Context: an optimization exercise on an open-source flow, tuned for small area, a short achievable clock period and few clock cycles per item. The choices shown serve that exercise and are no tape-out recipe.
Function was checked by simulation only, so behaviour that the tests miss may differ from the original.
The flow treats the clock pin as an ideal source. Dropping or thinning the clock tree relies on that and would not hold on a real chip.

## alpha
==> flow/design.v (excerpt) <==
module Reconstructor(
    input enable,
    input CLK,
    input reset,
    input [7:0]height,
    input [7:0]width,
    input Vector_sig,
    input [7:0]mv_x,
    input [7:0]addr_x,
    input [7:0]mv_y,
    input [7:0]addr_y,
    output Nxt_block_sig,
    input [1:0]data_type,
    output [15:0]Tindex,
    input [5:0]pdi,
    output [15:0]index,
    output we,
    output [8:0]datax_out,
    output [8:0]datay_out,
    output [5:0]pdo
    );
localparam IDLE = 3'd0, WAIT = 3'd1, S1 = 3'd2, RD0 = 3'd3, CMP = 3'd4, RD = 3'd5;
reg [2:0] state;
reg [15:0] I, N;          
reg jxN, jyN, nval;       
reg [4:0] preg;           
reg [1:0] btype;
reg [7:0] ry0, rx0;
reg hasx, hasy;
always @(posedge CLK) begin
  ry0 <= addr_y + mv_y[7:2];
  rx0 <= addr_x + mv_x[7:2];
  hasx <= |mv_x[1:0];
  hasy <= |mv_y[1:0];
end
function [4:0] oa;
  input jx, jy;
  input [1:0] rx, ry;
  reg [2:0] cx, cy;
  begin
    cx = jx ? {1'b0, rx} : (rx == 2'd0 ? 3'd4 : {1'b0, 2'd0 - rx});
  ...
Settings: LEC_CHECK=0, ABC_CLOCK_PERIOD_IN_PS=4500, CAP_MARGIN=20, CORE_MARGIN=2, CORE_UTILIZATION=40, CTS_BUF_LIST=sky130_fd_sc_hd__clkbuf_8, CTS_CLUSTER_SIZE=30, PLACE_DENSITY=0.6, SETUP_SLACK_MARGIN=5, SLEW_MARGIN=20; clock period 11.0 ns.
standard.sh (not shown) runs the stock make flow with config.mk's settings and CLKGATE_MAP_FILE= SYNTH_SCRIPT=/design/flow/synth_recipe.tcl, a recipe that flattens the netlist after the stock synthesis.
==> flow/flow/run.sh <==
#!/bin/bash
# Standard layout, with every port buffered by sky130_fd_sc_hd__buf_1.
set -euo pipefail
export BUFFER_PORTS_ARGS="-buffer_cell sky130_fd_sc_hd__buf_1"
bash standard.sh > standard.log 2>&1
Testbench counts of alpha, summed over its fixed seeds: cycles 37,029, vectors 5,350.
For beta, these inputs were changed with respect to alpha:
- SETUP_SLACK_MARGIN: 5 -> 4.5
- ABC_CLOCK_PERIOD_IN_PS: 4500 -> unset
--- outcome ---
In the tables for alpha and beta, average wire per standard cell reads lower with beta.
alpha ended up with index[12] as its capturing instance or port of the critical path; beta ended up with N[15].
For alpha, the cell at the slowest stage of the critical path was mux2_4, unlike beta, where it was fa_1.
From alpha to beta, fraction of synthesized area in multiplexers did not move at all.
When beta is set beside alpha, its ratio of cells with drive above 1 in the final layout turns out to be 18 points smaller.
The final critical-path setup slack in beta was lower than what alpha gave.

---

## the previous run
Another version of the RTL of Reconstructor (not shown whole).
For scale: roughly 63 flip-flops, roughly 120 I/O pins, roughly 5700 um2 of cells after synthesis.
==> flow/design.v (excerpt) <==
module Reconstructor(
    input enable,
    input CLK,
    input reset,
    input [7:0]height,
    input [7:0]width,
    input Vector_sig,
    input [7:0]mv_x,
    input [7:0]addr_x,
    input [7:0]mv_y,
    input [7:0]addr_y,
    output Nxt_block_sig,
    input [1:0]data_type,
    output [15:0]Tindex,
    input [5:0]pdi,
    output [15:0]index,
    output we,
    output [8:0]datax_out,
    output [8:0]datay_out,
    output [5:0]pdo
    );
export LEC_CHECK = 0
export ABC_CLOCK_PERIOD_IN_PS = 6000
export CAP_MARGIN = 20
export CORE_MARGIN = 2
export CORE_UTILIZATION = 40
export CTS_BUF_LIST = sky130_fd_sc_hd__clkbuf_8
export CTS_CLUSTER_SIZE = 30
export PLACE_DENSITY = 0.6
export SETUP_SLACK_MARGIN = 4.5
export SLEW_MARGIN = 20
create_clock -name core_clock -period 11.0 [get_ports {CLK}]
==> flow/flow/run.sh <==
#!/bin/bash
# Standard layout, with every port buffered by sky130_fd_sc_hd__buf_1 and a
# clock tree of clkbuf_8 without dummy loads.
set -euo pipefail
export BUFFER_PORTS_ARGS="-buffer_cell sky130_fd_sc_hd__buf_1"
export CTS_ARGS="-sink_clustering_enable -repair_clock_nets -dont_use_dummy_load -buf_list sky130_fd_sc_hd__clkbuf_8 -sink_clustering_size 30 -sink_clustering_max_diameter 150"
bash standard.sh > standard.log 2>&1
Having completed the whole flow, the previous run delivered a layout that passed the timing, DRC and antenna checks.
Testbench counts of the previous run, summed over its fixed seeds: cycles 37,029, vectors 5,350.
The inputs of the current run differ from those of the previous run as listed below.
==> flow/flow/run.sh <==
#!/bin/bash
# Standard layout, with every port buffered by sky130_fd_sc_hd__buf_1.
set -euo pipefail
export BUFFER_PORTS_ARGS="-buffer_cell sky130_fd_sc_hd__buf_1"
bash standard.sh > standard.log 2>&1
Findings:
Compared with the previous run, the current run instantiates a larger number of cells. Per the comparison of the current run with the previous run, worst setup slack saw little to no change, number of global-route vias before repair went down 12, layout overhead on the synthesized area higher.

---

Reconstructor, a different RTL version from the one above (not shown whole).
Size in the first run: about 610 cells after synthesis, roughly 120 I/O pins.
clock: 11.0 ns
lec_check: 0
abc_clock_period_in_ps: 6000
cap_margin: 20
core_margin: 2
core_utilization: 40
cts_buf_list: sky130_fd_sc_hd__clkbuf_8
cts_cluster_size: 30
place_density: 0.6
setup_slack_margin: 4.7
slew_margin: 20
==> flow/flow/run.sh <==
#!/bin/bash
# Standard layout, with every port buffered by sky130_fd_sc_hd__buf_1 and a
# clock tree of clkbuf_8 without dummy loads.
set -euo pipefail
export BUFFER_PORTS_ARGS="-buffer_cell sky130_fd_sc_hd__buf_1"
export CTS_ARGS="-sink_clustering_enable -repair_clock_nets -dont_use_dummy_load -buf_list sky130_fd_sc_hd__clkbuf_8 -sink_clustering_size 30 -sink_clustering_max_diameter 150"
bash standard.sh > standard.log 2>&1
The first run completed with no timing, DRC or antenna violations.
Testbench counts at the start, summed over its fixed seeds: cycles 37,693, vectors 5,350.
Edit:
Settings changed: SETUP_SLACK_MARGIN 4.7 to 5.
Non-clock buffer count stays the same.
Final cell count does not change.
Setup slack improved by 0.26 ns.
Area after synthesis stays the same.
Via count is higher by 0.46%.
Cell area rises by 0.94%.
Sequential share of layout area went down by 0.20 points.
Worst hold slack hardly moves.
Core utilization increases by 0.41 points.
Die area does not change.

---

v2:
Reconstructor again, from the RTL that the note above started with.
export LEC_CHECK = 0
export ABC_CLOCK_PERIOD_IN_PS = 6000
export CAP_MARGIN = 20
export CORE_MARGIN = 2
export CORE_UTILIZATION = 40
export CTS_BUF_LIST = sky130_fd_sc_hd__clkbuf_8
export CTS_CLUSTER_SIZE = 30
export PLACE_DENSITY = 0.6
export SLEW_MARGIN = 20
create_clock -name core_clock -period 11.0 [get_ports {CLK}]
==> flow/flow/run.sh <==
#!/bin/bash
# Standard layout, with every port buffered by sky130_fd_sc_hd__buf_1, a
# clock tree of clkbuf_8 without dummy loads, and timing repair aiming at
# 5.3 ns of setup slack.
set -euo pipefail
export BUFFER_PORTS_ARGS="-buffer_cell sky130_fd_sc_hd__buf_1"
export CTS_ARGS="-sink_clustering_enable -repair_clock_nets -dont_use_dummy_load -buf_list sky130_fd_sc_hd__clkbuf_8 -sink_clustering_size 30 -sink_clustering_max_diameter 150"
export SETUP_SLACK_MARGIN=5.3
bash standard.sh > standard.log 2>&1
v2 ended with every stage complete and zero timing, DRC or antenna violations.
Testbench counts of v2, summed over its fixed seeds: cycles 37,693, vectors 5,350.
Input-level comparison between v10 and v2:
- swapping 0.6 for 0.75 in PLACE_DENSITY
- putting SETUP_SLACK_MARGIN at 5 where nothing was set
- swapping 40 for 55 in CORE_UTILIZATION
==> flow/flow/run.sh <==
#!/bin/bash
# Standard layout, with every port buffered by sky130_fd_sc_hd__buf_1 and a
# clock tree of clkbuf_8 without dummy loads.
set -euo pipefail
export BUFFER_PORTS_ARGS="-buffer_cell sky130_fd_sc_hd__buf_1"
export CTS_ARGS="-sink_clustering_enable -repair_clock_nets -dont_use_dummy_load -buf_list sky130_fd_sc_hd__clkbuf_8 -sink_clustering_size 30 -sink_clustering_max_diameter 150"
bash standard.sh > standard.log 2>&1
==> comparison <==
The number of buffers added to fix hold violations after cts was comparable across v2 and v10.
Global-route wire length before repair, v2 and v10: smaller value in v10
What v27 does differently from v10 at the input level:
- CORE_UTILIZATION changed from 55 to 40
- GPL_TIMING_DRIVEN newly set to 1
- PLACE_DENSITY changed from 0.75 to 0.6
Results
Across v27 and v10, the outcome is the same: a clean finish for every run. For the core utilization, v27 came in 16 points lower than v10 did. Comparing the two runs side by side, v27 comes out behind v10 on cell area. Diff v27..v10 | number of ordinary and repair buffers in the finished layout | negligible. Of v27 and v10, it is v27 that has the lower part of the cycle the worst path needs. v27 falls short of v10 in routed wire length. The higher highest fanout seen on the critical path came out of v10. v27 vs v10, instance count: v27 higher. Compared with v10, v27 shows a lower critical path depth.
[inputs] v59 vs v27
- GPL_TIMING_DRIVEN no longer set, was 1
==> flow/flow/run.sh <==
#!/bin/bash
# Standard layout, with every port buffered by sky130_fd_sc_hd__buf_1 and a
# clock tree of clkbuf_8 without dummy loads, whose leaf buffers are then
# merged in pairs (flow/halve.tcl).
set -euo pipefail
export BUFFER_PORTS_ARGS="-buffer_cell sky130_fd_sc_hd__buf_1"
export CTS_ARGS="-sink_clustering_enable -repair_clock_nets -dont_use_dummy_load -buf_list sky130_fd_sc_hd__clkbuf_8 -sink_clustering_size 30 -sink_clustering_max_diameter 150"
export POST_CTS_TCL="$(pwd)/flow/halve.tcl"
bash standard.sh > standard.log 2>&1
==> flow/flow/halve.tcl (new file) <==
# After CTS: merge the clock tree's leaf buffers in pairs (each pair's sinks
# move to its first buffer, the second is removed).
set block [ord::get_db_block]
set leaves {}
foreach inst [$block getInsts] {
  set name [$inst getName]
  if {[string match "clkbuf_*_CLK" $name] && $name ne "clkbuf_0_CLK"} { lappend leaves $name }
}
set leaves [lsort $leaves]
foreach {a b} $leaves {
  if {$b eq ""} { continue }
  set ia [$block findInst $a]
  set ib [$block findInst $b]
  set na [[$ia findITerm X] getNet]
  set nb [[$ib findITerm X] getNet]
  foreach it [$nb getITerms] {
    if {[[$it getInst] getName] ne $b} {
      $it disconnect
      $it connect $na
    }
  }
  odb::dbInst_destroy $ib
  odb::dbNet_destroy $nb
}
detailed_placement
check_placement -verbose
estimate_parasitics -placement
report_clock_skew
report_worst_slack -max
report_worst_slack -min
- Looking only at setup slack, and setting everything else aside, the lower value of v59 and v27 goes to v59.
- The top achievable clock speed of v27 and that of v59 are within noise of each other.
- Diff v59 and v27: worst hold slack higher in v59
- Final cell count, v59 and v27: higher on v27
- Cell area, v59 and v27: smaller value in v59
- In v59 the number of nets at the end of the flow turned out 4 lower than in v27.
- On minimum clock period: v59 sits above v27.

## port drivers added, routing unchanged
How much do the figures lean on ideal ports? The routed layouts below were timed once more, with nothing changed but the port constraints. Step 1 (the two cells are an assumption about what drives the block):
set clk [get_ports {CLK}]
set_driving_cell -lib_cell sky130_fd_sc_hd__clkbuf_16 $clk
set_driving_cell -lib_cell sky130_fd_sc_hd__buf_2 [delete_from_list [all_inputs] $clk]
Step 2 also shifts input and output timing later by t, the mid clock arrival at the registers, as if the neighbouring blocks saw the same clock. Slacks: ideal / step 1 / step 2; pairs: ideal / step 1.
run	t, ns	setup slack, ns	latest minus earliest clock arrival (ns)	worst data-port slew with drivers (ns)
alpha	0.389	4.916 / 4.892 / 4.567	0.011 / 0.011	0.05
beta	0.373	4.670 / 4.668 / 4.295	0.016 / 0.016	0.05
the previous run	0.359	4.663 / 4.639 / 4.424	0.011 / 0.011	0.05
the current run	0.369	4.664 / 4.640 / 4.416	0.014 / 0.013	0.05
the first run of note 3	0.388	4.922 / 4.937 / 4.549	0.024 / 0.024	0.06
the second run of note 3	0.383	5.181 / 5.154 / 4.823	0.023 / 0.022	0.06
v2	0.392	5.344 / 5.320 / 4.958	0.034 / 0.033	0.06
v10	0.381	5.154 / 5.169 / 4.788	0.018 / 0.018	0.05
v27	0.383	5.181 / 5.154 / 4.823	0.023 / 0.022	0.06
v59	0.368	5.176 / 5.148 / 4.830	0.035 / 0.035	0.06
After both steps setup and hold are still met in every run listed. The setup slack of v2, which loses most, moves by -0.024 ns with the drivers and by -0.386 ns with both steps.
